This design comes from an exercise in tuning for small area on the open sky130 flow, not from production work.
In this exercise RTL edits were held to simulation tests only and were not proved equivalent to the original.
No activity file was given, so power comes from the tool's default toggle rates.

==> inputs of 10-11 <==
==> flow/design.v <==
module combine(led1, led2, led3, led4, led5, led6, l_red, l_blue, sw0, sw1, btn, clk, rst);
    input sw0, sw1;
    input rst;
    input [3:0] btn;
    input clk;
    output [6:0] led1, led2;
    output [6:0] led3, led4;
    output [6:0] led5, led6;
    output l_red, l_blue;
    reg [3:0] e0;
    reg [2:0] pc, pq;
    wire [3:0] pn = btn & ~e0;
    wire pn_one = (pn == 4'b0001) | (pn == 4'b0010) | (pn == 4'b0100) | (pn == 4'b1000);
    wire [1:0] pn_idx = {pn[3] | pn[2], pn[3] | pn[1]};
    wire [2:0] pn_code = pn_one ? {1'b1, pn_idx} : {2'b00, |pn};
    reg sw0_l, sw1_l;       
    reg [1:0] cq;
    reg [2:0] c5;
    reg rph, bph;
    reg [2:0] rj, bj;
    reg [2:0] mode;
    reg sw1p;
    reg [4:0] hr;
    reg [5:0] mn, sc;
    reg [3:0] mm;
    reg [5:0] dd;
    reg [4:0] ahr;
    reg [5:0] amin;
    reg [4:0] ch;
    reg [5:0] cm, cs;
    reg cflag, tout;
    wire enb = cq[1] & cq[0] & c5[1] & ~c5[0];      
    wire any = pq[2] | pq[0];
    wire b3 = pq[2] & pq[1] & pq[0];
    wire b2 = pq[2] & pq[1] & ~pq[0];
    wire b1 = pq[2] & ~pq[1] & pq[0];
    wire b0 = pq[2] & ~pq[1] & ~pq[0];
    wire md0 = (mode == 3'd0), md1 = (mode == 3'd1), md2 = (mode == 3'd2), md3 = (mode == 3'd3);
    wire al = sw0_l & (hr == ahr) & (mn == amin);
    function h23;  input [4:0] h; h23 = h[4] & h[2] & h[1] & h[0]; endfunction
    function m59;  input [5:0] m; m59 = m[5] & m[4] & m[3] & m[1] & m[0]; endfunction
    function [4:0] hinc; input [4:0] h; hinc = h23(h) ? 5'd0 : h + 5'd1; endfunction
    function [4:0] hdec; input [4:0] h; hdec = (h == 5'd0) ? 5'd23 : h - 5'd1; endfunction
    function [5:0] minc; input [5:0] m; minc = m59(m) ? 6'd0 : m + 6'd1; endfunction
    function [5:0] mdec; input [5:0] m; mdec = (m == 6'd0) ? 6'd59 : m - 6'd1; endfunction
    wire tick = enb & ~any;
    wire sc59 = m59(sc), mn59 = m59(mn), mn0 = (mn == 6'd0);
    wire mn_up = (md0 & b1) | (tick & sc59);
    wire mn_dn = md0 & b0;
    wire hr_up = (md0 & (b3 | (b1 & mn59))) | (tick & sc59 & mn59);
    wire hr_dn = md0 & (b2 | (b0 & mn0));
    wire [5:0] n_sc = tick ? minc(sc) : sc;
    wire [4:0] hx = (any & md2) ? ahr : (any & md3) ? ch : hr;
    wire [5:0] mx = (any & md2) ? amin : (any & md3 & b2) ? cm : (any & md3) ? cs : mn;
    wire [4:0] h_inc = hinc(hx), h_dec = hdec(hx);
    wire [5:0] m_inc = minc(mx), m_dec = mdec(mx);
    wire [5:0] n_mn = mn_up ? m_inc : mn_dn ? m_dec : mn;
    wire [4:0] n_hr = hr_up ? h_inc : hr_dn ? h_dec : hr;
    wire mm0    = (mm == 4'd0);
    wire mm2    = ~mm[3] & ~mm[2] & mm[1] & ~mm[0];
    wire mm12   = mm[3] & mm[2];
    wire mm_le1 = ~mm[3] & ~mm[2] & ~mm[1];
    wire is31   = mm[3] ^ mm[0];                           
    wire is30   = ~(mm[3] ^ mm[0]) & (mm[3] | mm[2]);      
    wire dd_le1 = (dd <= 6'd1);
    wire eom = (is31 & (dd >= 6'd31)) | (mm2 & (dd >= 6'd28)) | (is30 & (dd >= 6'd30));
    wire som = is30 | (dd_le1 & ~mm0);                     
    wire midnight = h23(hr) & mn59 & sc59;
    wire day_up = md1 & (b1 | (~any & midnight));
    wire day_dn = md1 & b0;
    wire mm_up = (md1 & b3) | (day_up & eom);
    wire mm_dn = (md1 & b2) | (day_dn & som);
    wire [3:0] mm_inc = mm12 ? 4'd1 : mm + 4'd1;
    wire [3:0] mm_dec = mm_le1 ? 4'd12 : mm - 4'd1;
    wire [3:0] n_mm = mm_up ? mm_inc : mm_dn ? mm_dec : (md1 & mm0) ? 4'd1 : mm;
    reg [5:0] n_dd;
    always @* begin
        n_dd = dd;
        if (day_up) n_dd = eom ? 6'd1 : dd + 6'd1;
        else if (day_dn) begin
            if (is30) n_dd = 6'd30;
            else if (dd_le1 & mm2) n_dd = 6'd28;
            else if (dd_le1 & ~mm0) n_dd = 6'd31;
            else n_dd = dd - 6'd1;
        end else if (md1 & mm0) n_dd = 6'd1;
    end
    wire [4:0] n_ahr = (md2 & b3) ? h_inc : (md2 & b2) ? h_dec : ahr;
    wire [5:0] n_amin = (md2 & b1) ? m_inc : (md2 & b0) ? m_dec : amin;
    wire cz_s = (cs == 6'd0), cz_m = (cm == 6'd0), cz_h = (ch == 5'd0);
    wire dn = enb & cflag & ~(cz_s & cz_m & cz_h);
    wire [5:0] n_cs = dn ? (cz_s ? 6'd59 : cs - 6'd1) : (md3 & b1) ? m_inc : cs;
    wire [5:0] n_cm = (dn & cz_s) ? (cz_m ? 6'd59 : cm - 6'd1) : (md3 & b2) ? m_inc : cm;
    wire [4:0] n_ch = (dn & cz_s & cz_m) ? ch - 5'd1 : (md3 & b3) ? h_inc : ch;
    wire n_cflag = cflag ^ (md3 & b0);
    wire n_tout = enb ? (cflag & (tout | (cz_s & cz_m & cz_h))) : tout;
    wire [2:0] n_mode = (sw1_l != sw1p) ? ((mode >= 3'd5) ? 3'd0 : mode + 3'd1) : mode;
    always @(posedge clk) begin
        if (rst) begin
            e0 <= 4'd0; pc <= 3'd0; pq <= 3'd0;
            sw0_l <= 1'b0; sw1_l <= 1'b0;
            cq <= 2'd0; c5 <= 3'd0;
            rph <= 1'b0; rj <= 3'd0; bph <= 1'b0; bj <= 3'd0;
            mode <= 3'd0; sw1p <= 1'b0;
            hr <= 5'd0; mn <= 6'd0; sc <= 6'd0;
            mm <= 4'd0; dd <= 6'd0;
            ahr <= 5'd0; amin <= 6'd0;
            ch <= 5'd0; cm <= 6'd0; cs <= 6'd0; cflag <= 1'b0; tout <= 1'b0;
        end else begin
            e0 <= btn; pc <= pn_code; pq <= pc;
            sw0_l <= sw0; sw1_l <= sw1;
            cq <= {cq[0], ~cq[1]};
            c5 <= c5[2] ? 3'd0 : c5 + 3'd1;
            if (al) begin
                rj <= {rj[1], rj[0], ~rj[2]};
                rph <= rph ^ (~rj[2] & ~rj[0]);
            end
            if (n_tout) begin
                bj <= {bj[1], bj[0], ~bj[2]};
                bph <= bph ^ (~bj[2] & ~bj[0]);
            end
            mode <= n_mode; sw1p <= sw1_l;
            hr <= n_hr; mn <= n_mn; sc <= n_sc;
            mm <= n_mm; dd <= n_dd;
            ahr <= n_ahr; amin <= n_amin;
            ch <= n_ch; cm <= n_cm; cs <= n_cs; cflag <= n_cflag; tout <= n_tout;
        end
    end
    assign l_red  = rph;
    assign l_blue = bph;
    reg [5:0] v1, v2, v3;
    always @* begin
        case (mode)
            3'd0: begin v1 = {1'b0, hr}; v2 = mn; v3 = sc; end
            3'd1: begin v1 = {2'b0, mm}; v2 = dd; v3 = cs; end
            3'd2: begin v1 = {1'b0, ahr}; v2 = amin; v3 = cs; end
            default: begin v1 = {1'b0, ch}; v2 = cm; v3 = cs; end
        endcase
    end
    wire [3:0] t1 = v1 / 6'd10, u1 = v1 % 6'd10;
    wire [3:0] t2 = v2 / 6'd10, u2 = v2 % 6'd10;
    wire [3:0] t3 = v3 / 6'd10, u3 = v3 % 6'd10;
    reg [3:0] d1, d2, d3, d4, d5, d6;
    always @* begin
        d1 = t1; d2 = u1; d3 = t2; d4 = u2; d5 = t3; d6 = u3;
        case (mode)
            3'd1: begin d5 = 4'd2; d6 = 4'd4; end
            3'd2: begin d5 = 4'd2; d6 = 4'd2; end
            3'd4: begin d1 = 4'd4; d2 = 4'd4; d3 = 4'd4; d4 = 4'd4; d5 = 4'd4; d6 = 4'd4; end
            3'd5: begin d1 = 4'd8; d2 = 4'd8; d3 = 4'd8; d4 = 4'd8; d5 = 4'd8; d6 = 4'd8; end
            default: ;
        endcase
    end
    function [6:0] seg;
        input [3:0] d;
        case (d)
            4'd0: seg = 7'b0000001;
            4'd1: seg = 7'b1001111;
            4'd2: seg = 7'b0010010;
            4'd3: seg = 7'b0000110;
            4'd4: seg = 7'b1001100;
            4'd5: seg = 7'b0100100;
            4'd6: seg = 7'b0100000;
            4'd7: seg = 7'b0001111;
            4'd8: seg = 7'b0000000;
            4'd9: seg = 7'b0000100;
            default: seg = 7'b0000000;
        endcase
    endfunction
    assign led1 = seg(d1);
    assign led2 = seg(d2);
    assign led3 = seg(d3);
    assign led4 = seg(d4);
    assign led5 = seg(d5);
    assign led6 = seg(d6);
endmodule
==> flow/flow/run.sh <==
#!/bin/bash
# Own layout flow: the standard layout (standard.sh), except that
# * synthesis maps the logic with an area-oriented ABC script (area.abc:
#   three rounds of a 200-second &deepsyn AIG optimisation, each followed by
#   &nf area mapping) and without the platform's half/full adder cells.
#   &deepsyn is randomised, so synthesis runs four times in parallel with
#   different &deepsyn seeds and the layout continues from the run with the
#   smallest cell area. Synthesis is otherwise the standard flow's own script
#   (synth_recipe.tcl: synth -nofsm -noshare, flatten, renames), so the
#   registers keep the standard synthesis's names and cells;
# * every port still gets its buffer, but a small one (buf_1);
# * clock tree synthesis builds the tree from clkbuf_8 cells, without dummy loads.
# Each tool's output goes to a log here: synth_sN.log for synthesis run N,
# synth_pick.log for the choice, layout.log for the rest of the layout.
set -uo pipefail
W=$PWD
F=$W/flow
P=${FLOW_PLATFORM:-sky130hd}
SEEDS="0 7 23 61"
for s in $SEEDS; do
  sed "s/&deepsyn -T \([0-9]*\)/\&deepsyn -T \1 -S $s/" "$F/area.abc" > "$W/area_s$s.abc"
  AREA_ABC_SCRIPT="$W/area_s$s.abc" make -C "$FLOW_HOME" DESIGN_CONFIG="$W/config.mk" \
    WORK_HOME="$W/orfs_s$s" CLKGATE_MAP_FILE= SYNTH_SCRIPT="$F/synth.tcl" ADDER_MAP_FILE= \
    synth > "$W/synth_s$s.log" 2>&1 &
done
wait
best=""
bestarea=""
for s in $SEEDS; do
  stat="$W/orfs_s$s/reports/$P/combine/base/synth_stat.txt"
  [[ -f "$stat" && -f "$W/orfs_s$s/results/$P/combine/base/1_synth.odb" ]] || continue
  area=$(sed -n "s/.*Chip area for module .*: *//p" "$stat" | head -1)
  echo "seed $s: area $area" >> "$W/synth_pick.log"
  if [[ -z "$best" ]] || awk -v a="$area" -v b="$bestarea" 'BEGIN { exit !(a < b) }'; then
    best=$s
    bestarea=$area
  fi
done
if [[ -z "$best" ]]; then
  echo "no synthesis run finished" >> "$W/synth_pick.log"
  exit 1
fi
echo "picked seed $best (area $bestarea)" >> "$W/synth_pick.log"
mv "$W/orfs_s$best" "$W/orfs"
set -e
bash "$W/standard.sh" ADDER_MAP_FILE= \
  "BUFFER_PORTS_ARGS=-buffer_cell sky130_fd_sc_hd__buf_1" \
  "CTS_ARGS=-sink_clustering_enable -repair_clock_nets -dont_use_dummy_load -buf_list sky130_fd_sc_hd__clkbuf_8" \
  > "$W/layout.log" 2>&1
==> flow/flow/area.abc <==
strash
&get -n
&fraig -x
&deepsyn -T 200
&put
strash
&get -n
&dch -f
&nf -R 1000
&put
strash
&get -n
&deepsyn -T 200
&put
strash
&get -n
&dch -f
&nf -R 1000
&put
strash
&get -n
&deepsyn -T 200
&put
strash
&get -n
&dch -f
&nf -R 1000
&put
topo
==> flow/flow/synth.tcl <==
# synth_recipe.tcl with the final ABC mapping run on the script in $AREA_ABC_SCRIPT
proc synth {args} { yosys synth -nofsm -noshare {*}$args }
proc abc {args} {
  set i [lsearch -exact $args -script]
  if { $i >= 0 && [info exists ::env(AREA_ABC_SCRIPT)] } {
    set f [open $::env(AREA_ABC_SCRIPT) r]
    set s [string trim [read $f]]
    close $f
    lset args [expr { $i + 1 }] "+[join [split $s "\n"] ";"]"
  }
  yosys abc {*}$args
}
source $::env(SCRIPTS_DIR)/synth.tcl
# left out here: clear keep_hierarchy, flatten, clean up, hide names made inside functions, write 1_2_yosys.v
==> flow/standard.sh <==
#!/bin/bash
# synth_recipe.tcl (not shown) runs the flow's synth.tcl, then flattens the netlist and writes it again
# the make line also repeats each setting of config.mk as NAME=value (left out here)
make -C /OpenROAD-flow-scripts/flow DESIGN_CONFIG=/design/flow/config.mk WORK_HOME=/design/flow/orfs CLKGATE_MAP_FILE= SYNTH_SCRIPT=/design/flow/synth_recipe.tcl "${@:-finish}"
==> flow/config.mk <==
export PLATFORM = sky130hd
export DESIGN_NAME = combine
export DESIGN_NICKNAME = combine
export VERILOG_FILES = /design/flow/design.v
export SDC_FILE = /design/flow/constraint.sdc
export NUM_CORES = 4
export LEC_CHECK = 0
export CAP_MARGIN = 20
export CORE_MARGIN = 2
export CORE_UTILIZATION = 40
export SLEW_MARGIN = 20
==> flow/constraint.sdc <==
create_clock -name core_clock -period 8.0 [get_ports {clk}]
set_input_delay 1.6000 -clock core_clock [delete_from_list [all_inputs] [get_ports {clk}]]
set_output_delay 1.6000 -clock core_clock [all_outputs]
set_load 0.01 [all_outputs]
==> 10-21 (differences from 10-11) <==
--- a/flow/design.v
+++ b/flow/design.v
@@ -15,6 +15,5 @@
     wire [2:0] pn_code = pn_one ? {1'b1, pn_idx} : {2'b00, |pn};
     reg sw0_l, sw1_l;       
-    reg [1:0] cq;
-    reg [2:0] c5;
+    reg [4:0] cnt;          
     reg rph, bph;
     reg [2:0] rj, bj;
@@ -30,5 +29,5 @@
     reg [5:0] cm, cs;
     reg cflag, tout;
-    wire enb = cq[1] & cq[0] & c5[1] & ~c5[0];      
+    wire enb = (cnt == 5'd2);      
     wire any = pq[2] | pq[0];
     wire b3 = pq[2] & pq[1] & pq[0];
@@ -99,5 +98,5 @@
             e0 <= 4'd0; pc <= 3'd0; pq <= 3'd0;
             sw0_l <= 1'b0; sw1_l <= 1'b0;
-            cq <= 2'd0; c5 <= 3'd0;
+            cnt <= 5'd0;
             rph <= 1'b0; rj <= 3'd0; bph <= 1'b0; bj <= 3'd0;
             mode <= 3'd0; sw1p <= 1'b0;
@@ -109,13 +108,12 @@
             e0 <= btn; pc <= pn_code; pq <= pc;
             sw0_l <= sw0; sw1_l <= sw1;
-            cq <= {cq[0], ~cq[1]};
-            c5 <= c5[2] ? 3'd0 : c5 + 3'd1;
+            cnt <= (cnt >= 5'd19) ? 5'd0 : cnt + 5'd1;
             if (al) begin
-                rj <= {rj[1], rj[0], ~rj[2]};
-                rph <= rph ^ (~rj[2] & ~rj[0]);
+                rj <= (rj == 3'd5) ? 3'd0 : rj + 3'd1;
+                rph <= rph ^ (rj == 3'd0);
             end
             if (n_tout) begin
-                bj <= {bj[1], bj[0], ~bj[2]};
-                bph <= bph ^ (~bj[2] & ~bj[0]);
+                bj <= (bj == 3'd5) ? 3'd0 : bj + 3'd1;
+                bph <= bph ^ (bj == 3'd0);
             end
             mode <= n_mode; sw1p <= sw1_l;
==> flow/flow/run.sh (replaced) <==
#!/bin/bash
# Own layout flow: the standard layout (standard.sh), except that
# * synthesis maps the logic with an area-oriented ABC script (area.abc:
#   three rounds of a 200-second &deepsyn AIG optimisation, each followed
#   by &nf area mapping) and
#   without the platform's half/full adder cells. Synthesis is otherwise
#   the standard flow's own script (synth_recipe.tcl: synth -nofsm -noshare, flatten,
#   renames), so the registers keep the standard synthesis's names and cells;
# * every port still gets its buffer, but a small one (buf_1);
# * clock tree synthesis builds the tree from clkbuf_8 cells, without dummy loads.
set -euo pipefail
W=$PWD
F=$W/flow
export AREA_ABC_SCRIPT=$F/area.abc
make -C "$FLOW_HOME" DESIGN_CONFIG="$W/config.mk" WORK_HOME="$W/orfs" CLKGATE_MAP_FILE= \
  SYNTH_SCRIPT="$F/synth.tcl" ADDER_MAP_FILE= synth > "$W/synth.log" 2>&1
bash "$W/standard.sh" ADDER_MAP_FILE= \
  "BUFFER_PORTS_ARGS=-buffer_cell sky130_fd_sc_hd__buf_1" \
  "CTS_ARGS=-sink_clustering_enable -repair_clock_nets -dont_use_dummy_load -buf_list sky130_fd_sc_hd__clkbuf_8" \
  > "$W/layout.log" 2>&1
==> qor.csv <==
metric,value,unit
pre-CTS setup slack,2.42,ns
multi-input gate share of total cell area,59.4,%
met2 usage,39.0,%
post-DP HPWL,12600,um
DR WL met2,7800,um
Pleak,2.13,nW
Post-Syn Area,5210,um^2
fraction of area in clock buffers and inverters,2.15,%
combinational power share,33.3,%
run status,no timing/DRC/antenna violations,
Avg Vias per Cell,5.89,
Critical Path Slowest Stage Cell,nor2_1,
worst setup path startpoint,mode[0],
min cycle time layout,6.06,ns
Die H,118,um
Pre-antenna DRT Iters,7,
-- figures above: 10-21

==> qor.csv <==
metric,value,unit
worst setup path startpoint,mode[1],
Pre-antenna DRT Iters,5,
DR WL met2,6940,um
Pleak,2.10,nW
post-DP HPWL,11600,um
Avg Vias per Cell,5.74,
multi-input gate share of total cell area,58.7,%
fraction of area in clock buffers and inverters,2.20,%
min cycle time layout,6.76,ns
pre-CTS setup slack,1.66,ns
run status,no timing/DRC/antenna violations,
Critical Path Slowest Stage Cell,dfxtp_1,
met2 usage,36.5,%
-- figures above: 10-11

static timing again, ports no longer ideal:
How much do the figures lean on ideal ports? The routed layouts below were timed once more, with nothing changed but the port constraints.
Step 1 sets driving cells, clkbuf_16 on the clock port and buf_2 on the other inputs (assumed; they add their load-dependent delay and slew).
Step 2 moves the port delays by t, midway between the first and last clock arrival at a register: inputs arrive t later, outputs are due t later. That takes back most of the time a late clock gives input paths.
a / b / c = ideal / step 1 / step 2; a / b = the first two.
run	t (ns)	setup WS [ns]	worst register clock-pin slew, ns	worst slew at a driven data input, ns
10-11	0.405	1.236 / 1.202 / 1.607	0.09 / 0.09	0.03
10-21	0.404	1.939 / 1.903 / 2.307	0.09 / 0.09	0.03
After both steps setup and hold are still met in every run listed.
